This design comes from an exercise in tuning for small area on the open sky130 flow, not from production work. In this exercise RTL edits were held to simulation tests only and were not proved equivalent to the original.

==> inputs of run a <==
==> flow/design.v (excerpt) <==
module audio_core
(
	input AUD_BCLK,
	input rst,
	input [2:0]SW,
	input AUD_ADCLRCK,
	input AUD_ADCDAT,
	input AUD_DACLRCK,
	output AUD_DACDAT
);
reg [5:0] adc_cnt;
reg [31:0] adc_shift;
reg [31:0] x;
always @(posedge AUD_BCLK)
	adc_shift <= {adc_shift[30:0], AUD_ADCDAT};
always @(posedge AUD_BCLK or negedge rst)
begin
	if (rst == 1'b0)
		adc_cnt <= 6'd0;
	else if (adc_cnt == 6'd33)
		adc_cnt <= 6'd0;
	else if (adc_cnt != 6'd0 || AUD_ADCLRCK)
		adc_cnt <= adc_cnt + 6'd1;
end
reg [7:0] r;
reg [8:0] q;
wire sign_bit = (adc_cnt == 6'd1) || (adc_cnt == 6'd17);
wire [8:0] t = {r, AUD_ADCDAT};
wire ge = (t >= 9'd141);
wire [8:0] tm = t - 9'd141;
always @(posedge AUD_BCLK)
begin
	if (sign_bit) begin
		r <= AUD_ADCDAT ? 8'd140 : 8'd0;
		q <= {9{AUD_ADCDAT}};
	end else begin
		r <= ge ? tm[7:0] : t[7:0];
		q <= {q[7:0], ge};
	end
end
reg [3:0] g;
always @(*)
begin
	case (r)
		8'd0: g = 4'd0;
		8'd1: g = 4'd0;
		8'd2: g = 4'd0;
		8'd3: g = 4'd0;
		8'd4: g = 4'd0;
		8'd5: g = 4'd0;
		8'd6: g = 4'd0;
		8'd7: g = 4'd0;
		8'd8: g = 4'd0;
		8'd9: g = 4'd1;
		8'd10: g = 4'd1;
		8'd11: g = 4'd1;
		8'd12: g = 4'd1;
		8'd13: g = 4'd1;
		8'd14: g = 4'd1;
		8'd15: g = 4'd1;
		8'd16: g = 4'd1;
		8'd17: g = 4'd1;
		8'd18: g = 4'd2;
		8'd19: g = 4'd2;
		8'd20: g = 4'd2;
		8'd21: g = 4'd2;
		8'd22: g = 4'd2;
		8'd23: g = 4'd2;
		8'd24: g = 4'd2;
		8'd25: g = 4'd2;
		8'd26: g = 4'd2;
		8'd27: g = 4'd3;
		8'd28: g = 4'd3;
		8'd29: g = 4'd3;
		8'd30: g = 4'd3;
		8'd31: g = 4'd3;
		8'd32: g = 4'd3;
		8'd33: g = 4'd3;
		8'd34: g = 4'd3;
		8'd35: g = 4'd3;
		8'd36: g = 4'd4;
		8'd37: g = 4'd4;
		8'd38: g = 4'd4;
		8'd39: g = 4'd4;
		8'd40: g = 4'd4;
		8'd41: g = 4'd4;
		8'd42: g = 4'd4;
		8'd43: g = 4'd4;
		8'd44: g = 4'd4;
  ...
make LEC_CHECK=0 CAP_MARGIN=20 CORE_MARGIN=2 CORE_UTILIZATION=40 SLEW_MARGIN=20 SYNTH_HIERARCHICAL=1 SYNTH_MINIMUM_KEEP_SIZE=0 finish   # period 40.0 ns
run.sh (not shown) runs the stock make flow with config.mk's settings and CLKGATE_MAP_FILE= SYNTH_SCRIPT=/design/flow/synth_recipe.tcl, a recipe that flattens the netlist after the stock synthesis.
==> run b (differences from run a) <==
--- a/flow/design.v
+++ b/flow/design.v
@@ -497,47 +497,45 @@
 assign p[5] = ~b25;
 assign p[6] = ~b34;
 assign p[7] = b39;
 assign p[8] = b43;
 assign p[9] = b45;
 assign p[10] = ~b47;
 wire g1 = $signed(p) >= 11'sd141;
 wire g2 = $signed(p) >= 11'sd282;
-wire g3 = $signed(p) >= 11'sd423;
 wire l0 = p[10];
 wire l1 = $signed(p) < -11'sd141;
 wire l2 = $signed(p) < -11'sd282;
 wire l3 = $signed(p) < -11'sd423;
 wire l4 = $signed(p) < -11'sd564;
-wire l5 = $signed(p) < -11'sd705;
 wire f1, f2;
 fa f1_c(uh[0], mh[0], g1, f1, f2);
 wire f3, f4;
-fa f3_c(g2, g3, f1, f3, f4);
+fa f3_c(l0, l1, l2, f3, f4);
 wire f5, f6;
-fa f5_c(l0, l1, l2, f5, f6);
+ha f5_c(l3, l4, f5, f6);
 wire f7, f8;
-fa f7_c(l3, l4, l5, f7, f8);
-wire f9, f10;
-fa f9_c(f5, f7, ~f3, f9, f10);
+fa f7_c(g2, f1, ~f3, f7, f8);
+wire f9 = ~f5 & f7;
+wire f10 = f5 ^ f7;
 wire f11, f12;
 fa f11_c(uh[1], mh[1], f2, f11, f12);
 wire f13, f14;
-ha f13_c(f6, f8, f13, f14);
+fa f13_c(f8, f9, f11, f13, f14);
 wire f15, f16;
-fa f15_c(f4, f11, ~f10, f15, f16);
-wire f17 = ~f13 & f15;
+ha f15_c(f4, f6, f15, f16);
+wire f17 = f13 & ~f15;
 wire f18 = f13 ^ f15;
 wire f19, f20;
 fa f19_c(uh[2], mh[2], f12, f19, f20);
 wire f21, f22;
-fa f21_c(f16, f17, f19, f21, f22);
+fa f21_c(f14, f17, f19, f21, f22);
 wire f23, f24;
-ha f23_c(uh[0], f14, f23, f24);
+ha f23_c(uh[0], f16, f23, f24);
 wire f25 = f21 & ~f23;
 wire f26 = f21 ^ f23;
 wire f27, f28;
 fa f27_c(uh[3], mh[3], f20, f27, f28);
 wire f29, f30;
 fa f29_c(f22, f25, f27, f29, f30);
 wire f31, f32;
 ha f31_c(uh[1], f24, f31, f32);
@@ -603,118 +601,116 @@
 fa f91_c(uh[7], f88, f90, f91, f92);
 wire f93 = ~1'b0 & f91;
 wire f94 = 1'b0 ^ f91;
 wire f95, f96;
 fa f95_c(uh[8], f92, f93, f95, f96);
 wire f97 = ~1'b0 & f95;
 wire f98 = 1'b0 ^ f95;
 wire f99 = f96 ^ f97 ^ ~uh[9];
-assign q[0] = ~f9;
+assign q[0] = ~f10;
 assign q[1] = ~f18;
 assign q[2] = ~f26;
 assign q[3] = ~f34;
 assign q[4] = ~f42;
 assign q[5] = f49;
 assign q[6] = ~f58;
 assign q[7] = ~f66;
 assign q[8] = ~f74;
 assign q[9] = f79;
 assign q[10] = ~f86;
 assign q[11] = f89;
 assign q[12] = ~f94;
 assign q[13] = ~f98;
 assign q[14] = f99;
 endmodule
 module ec_ch(input [15:0] x, input [15:0] xp, output [15:0] y);
-wire [13:0] xq = ~xp[15:2];
-wire c = xp[15] | ~(xp[1] | xp[0]);
-wire s1, s2;
-fa s1_c(x[0], xp[0], xq[0], s1, s2);
-wire s3, s4;
-ha s3_c(c, s1, s3, s4);
+wire s1 = xp[0] & xp[15];
+wire s2, s3;
+fa s2_c(xp[0], xp[1], xp[15], s2, s3);
+wire s4 = s1 & s2;
 wire s5, s6;
-fa s5_c(x[1], xp[1], xq[1], s5, s6);
+fa s5_c(xp[1], xp[2], x[0], s5, s6);
 wire s7, s8;
-fa s7_c(s2, s4, s5, s7, s8);
+fa s7_c(s3, s4, s5, s7, s8);
 wire s9, s10;
-fa s9_c(x[2], xp[2], xq[2], s9, s10);
+fa s9_c(xp[2], xp[3], x[1], s9, s10);
 wire s11, s12;
 fa s11_c(s6, s8, s9, s11, s12);
 wire s13, s14;
-fa s13_c(x[3], xp[3], xq[3], s13, s14);
+fa s13_c(xp[3], xp[4], x[2], s13, s14);
 wire s15, s16;
 fa s15_c(s10, s12, s13, s15, s16);
 wire s17, s18;
-fa s17_c(x[4], xp[4], xq[4], s17, s18);
+fa s17_c(xp[4], xp[5], x[3], s17, s18);
 wire s19, s20;
 fa s19_c(s14, s16, s17, s19, s20);
 wire s21, s22;
-fa s21_c(x[5], xp[5], xq[5], s21, s22);
+fa s21_c(xp[5], xp[6], x[4], s21, s22);
 wire s23, s24;
 fa s23_c(s18, s20, s21, s23, s24);
 wire s25, s26;
-fa s25_c(x[6], xp[6], xq[6], s25, s26);
+fa s25_c(xp[6], xp[7], x[5], s25, s26);
 wire s27, s28;
 fa s27_c(s22, s24, s25, s27, s28);
 wire s29, s30;
-fa s29_c(x[7], xp[7], xq[7], s29, s30);
+fa s29_c(xp[7], xp[8], x[6], s29, s30);
 wire s31, s32;
 fa s31_c(s26, s28, s29, s31, s32);
 wire s33, s34;
-fa s33_c(x[8], xp[8], xq[8], s33, s34);
+fa s33_c(xp[8], xp[9], x[7], s33, s34);
 wire s35, s36;
 fa s35_c(s30, s32, s33, s35, s36);
 wire s37, s38;
-fa s37_c(x[9], xp[9], xq[9], s37, s38);
+fa s37_c(xp[9], xp[10], x[8], s37, s38);
 wire s39, s40;
 fa s39_c(s34, s36, s37, s39, s40);
 wire s41, s42;
-fa s41_c(x[10], xp[10], xq[10], s41, s42);
+fa s41_c(xp[10], xp[11], x[9], s41, s42);
 wire s43, s44;
 fa s43_c(s38, s40, s41, s43, s44);
 wire s45, s46;
-fa s45_c(x[11], xp[11], xq[11], s45, s46);
+fa s45_c(xp[11], xp[12], x[10], s45, s46);
 wire s47, s48;
 fa s47_c(s42, s44, s45, s47, s48);
 wire s49, s50;
-fa s49_c(x[12], xp[12], xq[12], s49, s50);
+fa s49_c(xp[12], xp[13], x[11], s49, s50);
 wire s51, s52;
 fa s51_c(s46, s48, s49, s51, s52);
 wire s53, s54;
-fa s53_c(x[13], xp[13], s50, s53, s54);
+fa s53_c(xp[13], xp[14], x[12], s53, s54);
 wire s55, s56;
-fa s55_c(s52, s53, ~xq[13], s55, s56);
-wire s57 = ~1'b0 & s55;
-wire s58 = 1'b0 ^ s55;
+fa s55_c(s50, s52, s53, s55, s56);
+wire s57, s58;
+fa s57_c(xp[14], x[13], s54, s57, s58);
 wire s59, s60;
-fa s59_c(x[14], xp[14], s54, s59, s60);
-wire s61, s62;
-fa s61_c(s56, s57, s59, s61, s62);
-wire s63 = ~1'b0 & s61;
-wire s64 = 1'b0 ^ s61;
-wire s65 = s60 ^ s62 ^ s63;
-wire s66 = x[15] ^ xp[15] ^ 1'b0;
-wire s67 = s65 ^ s66;
-assign y[0] = s3;
-assign y[1] = s7;
-assign y[2] = s11;
-assign y[3] = s15;
-assign y[4] = s19;
-assign y[5] = s23;
-assign y[6] = s27;
-assign y[7] = s31;
-assign y[8] = s35;
-assign y[9] = s39;
-assign y[10] = s43;
-assign y[11] = s47;
-assign y[12] = s51;
-assign y[13] = ~s58;
-assign y[14] = ~s64;
-assign y[15] = ~s67;
+fa s59_c(s56, s57, ~xp[15], s59, s60);
+wire s61 = ~1'b0 & s59;
+wire s62 = 1'b0 ^ s59;
+wire s63, s64;
+fa s63_c(x[14], s58, s60, s63, s64);
+wire s65, s66;
+fa s65_c(s61, s63, ~xp[15], s65, s66);
+wire s67 = s64 ^ s66 ^ ~x[15];
+assign y[0] = s7;
+assign y[1] = s11;
+assign y[2] = s15;
+assign y[3] = s19;
+assign y[4] = s23;
+assign y[5] = s27;
+assign y[6] = s31;
+assign y[7] = s35;
+assign y[8] = s39;
+assign y[9] = s43;
+assign y[10] = s47;
+assign y[11] = s51;
+assign y[12] = s55;
+assign y[13] = ~s62;
+assign y[14] = s65;
+assign y[15] = s67;
 endmodule
 module fa(input a, input b, input c, output s, output co);
 assign s = a ^ b ^ c;
 assign co = (a & b) | (a & c) | (b & c);
 endmodule
 module ha(input a, input b, output s, output co);
 assign s = a ^ b;
 assign co = a & b;
- CORE_UTILIZATION: 40 -> 65
- CTS_BUF_LIST: default -> sky130_fd_sc_hd__clkbuf_8 sky130_fd_sc_hd__clkbuf_16
- CTS_CLUSTER_DIAMETER: default -> 100
- CTS_CLUSTER_SIZE: default -> 30
- PLACE_DENSITY: default -> 0.75
==> impl_metrics.py <==
metrics = {
    "detailed_routing": {
        "vias": 12600,
    },
    "run_status": {
        "status": "no timing/DRC/antenna violations",
    },
    "grt": {
        "use_met2_pct": 44.6,
    },
    "final_layout": {
        "drive_gt1_share_pct": 13.5,
        "multi_input_area_share_pct": 63.4,
        "nClkBuffers": 16,
        "final_cell_mix": "fa_1, inv_1, dfrtp_1, mux2_2, ha_1",
        "seq_share_pct": 27.6,
        "design_area_um2": 22900,
    },
    "die": {
        "rows": 67,
    },
    "logic_synthesis": {
        "netlist_instances": 1727,
        "synthMuxAreaShare_pct": 8.14,
    },
    "hold_path": {
        "worstHoldEndpoint": "adc_shift[30]",
    },
    "sta": {
        "whs_ns": 0.330,
    },
}
-- figures above: run b

==> impl_metrics.py <==
metrics = {
    "run_status": {
        "status": "no timing/DRC/antenna violations",
    },
    "hold_path": {
        "worstHoldEndpoint": "adc_shift[2]",
    },
    "die": {
        "rows": 86,
        "start_util_pct": 40.7,
    },
    "final_layout": {
        "drive_gt1_share_pct": 14.3,
        "multi_input_cells": 1162,
        "multi_input_area_share_pct": 60.9,
        "nFillCells": 5079,
        "final_cell_mix": "fa_1, inv_1, dfrtp_1, mux2_2, ha_1",
        "design_area_um2": 24100,
    },
    "detailed_routing": {
        "vias": 12700,
        "drt-vias-per-instance": 5.08,
        "drc": 0,
    },
    "sta": {
        "whs_ns": 0.347,
        "worst_slack_ns": 8.69,
    },
    "logic_synthesis": {
        "synthMuxAreaShare_pct": 8.03,
        "syn_area_um2": 22500,
    },
    "cts": {
        "h-tree-depth": 1,
    },
    "grt": {
        "use_met2_pct": 27.3,
    },
}
-- figures above: run a

==> static timing again, ports no longer ideal <==
The flow's constraints put no driver on any port. The routed layouts listed below were extracted and timed again, unchanged, in two steps. Step 1 assumes that a clkbuf_16 drives the clock port and a buf_2 every other input. Step 2 moves the port delays by t, midway between the first and last clock arrival at a register: inputs arrive t later, outputs are due t later. That takes back most of the time a late clock gives input paths. Slacks: ideal / step 1 / step 2; pairs: ideal / step 1.
run | t, ns | slack for setup (ns) | worst hold slack (ns) | clock arrival spread, ns | worst data-port slew with drivers (ns)
run a | 0.631 | 8.688 / 8.688 / 8.688 | 0.347 / 0.347 / 0.347 | 0.016 / 0.016 | 0.05
run b | 0.556 | 8.845 / 8.845 / 8.845 | 0.330 / 0.330 / 0.330 | 0.059 / 0.060 | 0.05
After both steps every run listed still meets setup and hold.
